Context: an optimization exercise on an open-source flow, tuned for small area and a short achievable clock period. The choices shown serve that exercise and are no tape-out recipe.

## v6
==> flow/design.v <==
module simon_xor2(input a, input b, output y);
    assign y = a ^ b;
endmodule
module simon_xnor2(input a, input b, output y);
    assign y = ~(a ^ b);
endmodule
module simon_nand2(input a, input b, output y);
    assign y = ~(a & b);
endmodule
module simon_inv(input a, output y);
    assign y = ~a;
endmodule
module simon_key_for(
    input  [63:0]  keytext,
    output [447:0] key_total    
);
    localparam [61:0] Z = 62'b01100111000011010100100010111110110011100001101010010001011111;
    wire [511:0] k;    
    wire [511:0] m;    
    assign k[63:0] = keytext;
    genvar i, j;
    generate
        for (i = 1; i < 31; i = i + 1) begin : g_m
            for (j = 0; j < 16; j = j + 1) begin : g_b
                simon_xor2 u_m(.a(k[16*i+j]), .b(k[16*i+(j+1)%16]), .y(m[16*i+j]));
            end
        end
        for (i = 0; i < 28; i = i + 1) begin : g_k
            wire [15:0] early;
            for (j = 0; j < 16; j = j + 1) begin : g_b
                if (j >= 2 || (j == 0 && Z[i])) begin : g_inv
                    simon_xnor2 u_e(.a(k[16*i+j]), .b(m[16*(i+1)+j]), .y(early[j]));
                end else begin : g_keep
                    simon_xor2 u_e(.a(k[16*i+j]), .b(m[16*(i+1)+j]), .y(early[j]));
                end
                wire kn;
                simon_xnor2 u_k(.a(early[j]), .b(m[16*(i+3)+(j+3)%16]), .y(kn));
                simon_inv   u_d(.a(kn), .y(k[16*(i+4)+j]));
            end
        end
    endgenerate
    assign key_total = k[511:64];
endmodule
module simon_for(
    input  [31:0] plaintext,
    input  [63:0] keytext,
    input         clk,
    output reg [31:0] ciphertext
);
    wire [447:0] key_total;
    wire [511:0] rk = {key_total, keytext};    
    simon_key_for key_generate(
        .keytext(keytext),
        .key_total(key_total)
    );
    wire [16*33-1:0] x;     
    wire [16*33-1:16] xn;   
    assign x[15:0] = plaintext[31:16];
    wire [16*33-1:0] y = {x[16*32-1:0], plaintext[15:0]};
    genvar i, j;
    generate
        for (i = 0; i < 32; i = i + 1) begin : g_round
            wire [15:0] yk, w, n;
            for (j = 0; j < 16; j = j + 1) begin : g_b
                simon_xor2  u_yk(.a(y[16*i+j]), .b(rk[16*i + j]), .y(yk[j]));
                simon_nand2 u_n (.a(x[16*i+(j+15)%16]), .b(x[16*i+(j+8)%16]), .y(n[j]));
                if (i == 0) begin : g_first
                    simon_xor2  u_w (.a(yk[j]), .b(x[16*i+(j+14)%16]), .y(w[j]));
                    simon_xor2  u_x (.a(w[j]), .b(n[j]), .y(xn[16*(i+1)+j]));
                end else begin : g_next
                    simon_xor2  u_w (.a(yk[j]), .b(xn[16*i+(j+14)%16]), .y(w[j]));
                    simon_xnor2 u_x (.a(w[j]), .b(n[j]), .y(xn[16*(i+1)+j]));
                end
                simon_inv   u_d (.a(xn[16*(i+1)+j]), .y(x[16*(i+1)+j]));
            end
        end
    endgenerate
    always @(posedge clk)
        ciphertext <= x[16*31 +: 32];
endmodule
export LEC_CHECK = 0
export CAP_MARGIN = 20
export CORE_MARGIN = 2
export CORE_UTILIZATION = 40
export PLACE_DENSITY = 0.6
export SLEW_MARGIN = 20
export SYNTH_HIERARCHICAL = 1
export SYNTH_MINIMUM_KEEP_SIZE = 0
create_clock -name core_clock -period 34.0 [get_ports {clk}]
standard.sh (not shown) runs the stock make flow with config.mk's settings and CLKGATE_MAP_FILE= SYNTH_SCRIPT=/design/flow/synth_recipe.tcl, a recipe that flattens the netlist after the stock synthesis.
==> flow/flow/run.sh <==
#!/bin/bash
# The standard layout with two changes of cell choice, not of the circuit:
#  - after the standard synthesis, every inv_1 becomes an inv_2 (same area, twice the
#    drive; the inverters drive the design's fanout-4 nets);
#  - the port buffers are buf_2 cells instead of the default clkdlybuf4s50_1 delay cell,
#    which is twice the area and slow on the input paths.
set -euo pipefail
here=$(pwd)
bash standard.sh synth > make_synth.log 2>&1
ODB=$here/orfs/results/$FLOW_PLATFORM/simon_for/base/1_synth.odb \
  openroad -no_init -exit flow/swap_inv.tcl > openroad_swap_inv.log 2>&1
bash standard.sh "BUFFER_PORTS_ARGS=-buffer_cell sky130_fd_sc_hd__buf_2" finish > make_finish.log 2>&1
==> flow/flow/swap_inv.tcl <==
# swap every inv_1 for inv_2 (same area, twice the drive)
read_db $::env(ODB)
set db [ord::get_db]
set to [$db findMaster sky130_fd_sc_hd__inv_2]
set n 0
foreach inst [[ord::get_db_block] getInsts] {
  if {[[$inst getMaster] getName] eq "sky130_fd_sc_hd__inv_1"} {
    $inst swapMaster $to
    incr n
  }
}
puts "swapped $n inv_1 to inv_2"
write_db $::env(ODB)
The following lists how v7 was set up differently from v6:
==> flow/design.v, changed modules only <==
module simon_key_for(
    input  [63:0]  keytext,
    output [431:0] key_total,   
    output [15:0]  key31_n      
);
    localparam [61:0] Z = 62'b01100111000011010100100010111110110011100001101010010001011111;
    wire [495:0] k;    
    wire [511:0] m;    
    assign k[63:0] = keytext;
    genvar i, j;
    generate
        for (i = 1; i < 31; i = i + 1) begin : g_m
            for (j = 0; j < 16; j = j + 1) begin : g_b
                simon_xor2 u_m(.a(k[16*i+j]), .b(k[16*i+(j+1)%16]), .y(m[16*i+j]));
            end
        end
        for (i = 0; i < 28; i = i + 1) begin : g_k
            wire [15:0] early;
            for (j = 0; j < 16; j = j + 1) begin : g_b
                if (j >= 2 || (j == 0 && Z[i])) begin : g_inv
                    simon_xnor2 u_e(.a(k[16*i+j]), .b(m[16*(i+1)+j]), .y(early[j]));
                end else begin : g_keep
                    simon_xor2 u_e(.a(k[16*i+j]), .b(m[16*(i+1)+j]), .y(early[j]));
                end
                wire kn;
                simon_xnor2 u_k(.a(early[j]), .b(m[16*(i+3)+(j+3)%16]), .y(kn));
                if (i < 27) begin : g_drive
                    simon_inv u_d(.a(kn), .y(k[16*(i+4)+j]));
                end else begin : g_last
                    assign key31_n[j] = kn;
                end
            end
        end
    endgenerate
    assign key_total = k[495:64];
endmodule
module simon_for(
    input  [31:0] plaintext,
    input  [63:0] keytext,
    input         clk,
    output reg [31:0] ciphertext
);
    wire [431:0] key_total;
    wire [15:0]  key31_n;
    wire [495:0] rk = {key_total, keytext};    
    simon_key_for key_generate(
        .keytext(keytext),
        .key_total(key_total),
        .key31_n(key31_n)
    );
    wire [16*33-1:0] x;    
    assign x[15:0] = plaintext[31:16];
    wire [16*33-1:0] y = {x[16*32-1:0], plaintext[15:0]};
    genvar i, j;
    generate
        for (i = 0; i < 32; i = i + 1) begin : g_round
            wire [15:0] yk, w, n, xn;    
            for (j = 0; j < 16; j = j + 1) begin : g_b
                if (i < 31) begin : g_mid
                    simon_xor2  u_yk(.a(y[16*i+j]), .b(rk[16*i + j]), .y(yk[j]));
                end else begin : g_last
                    simon_xnor2 u_yk(.a(y[16*i+j]), .b(key31_n[j]), .y(yk[j]));
                end
                simon_xor2  u_w (.a(yk[j]), .b(x[16*i+(j+14)%16]), .y(w[j]));
                simon_nand2 u_n (.a(x[16*i+(j+15)%16]), .b(x[16*i+(j+8)%16]), .y(n[j]));
                if (i < 31) begin : g_drive
                    simon_xor2  u_x (.a(w[j]), .b(n[j]), .y(xn[j]));
                    simon_inv   u_d (.a(xn[j]), .y(x[16*(i+1)+j]));
                end else begin : g_last_x
                    simon_xnor2 u_x (.a(w[j]), .b(n[j]), .y(x[16*(i+1)+j]));
                end
            end
        end
    endgenerate
    always @(posedge clk)
        ciphertext <= x[16*31 +: 32];
endmodule
- The maximum frequency of v7 was inferior to that of v6.
- Between v6 and v7, the clock transition time at the flip-flop clock pins of the worst setup and hold paths figures differ only marginally.
- Reported for v7 and v6, remaining antenna violation count turned out identical to the last digit.
- Diff v6 -> v7 | final instance area | down slightly
- The growth of design area from synthesis to finish reported for v7 is smaller than that of v6 by 0.44 points.
No run of this note included a check of the RTL's function; only the layout flow was run.

==> afterwards: timing with drivers on the ports <==
No port has a modelled driver above. Below, the same layouts with a new extraction and two added sets of constraints. Step 1 sets driving cells, clkbuf_16 on the clock port and buf_2 on the other inputs (assumed; they add their load-dependent delay and slew). Step 2 moves the port delays by t, midway between the first and last clock arrival at a register: inputs arrive t later, outputs are due t later. That takes back most of the time a late clock gives input paths. Three values: no drivers, after step 1, after step 2; two values: the first two.
run | shift t [ns] | setup WS [ns] | worst hold slack (ns) | latest minus earliest clock arrival (ns) | worst slew at a driven data input, ns
v6 | 0.306 | 9.296 / 9.307 / 9.001 | 7.488 / 7.519 / 7.213 | 0.004 / 0.003 | 0.07
v7 | 0.298 | 9.157 / 9.164 / 8.866 | 7.479 / 7.507 / 7.209 | 0.008 / 0.008 | 0.08
After both steps every run listed still meets setup and hold. For v6, which loses most, drivers alone change the setup slack by +0.011 ns; drivers and shift together by -0.295 ns.
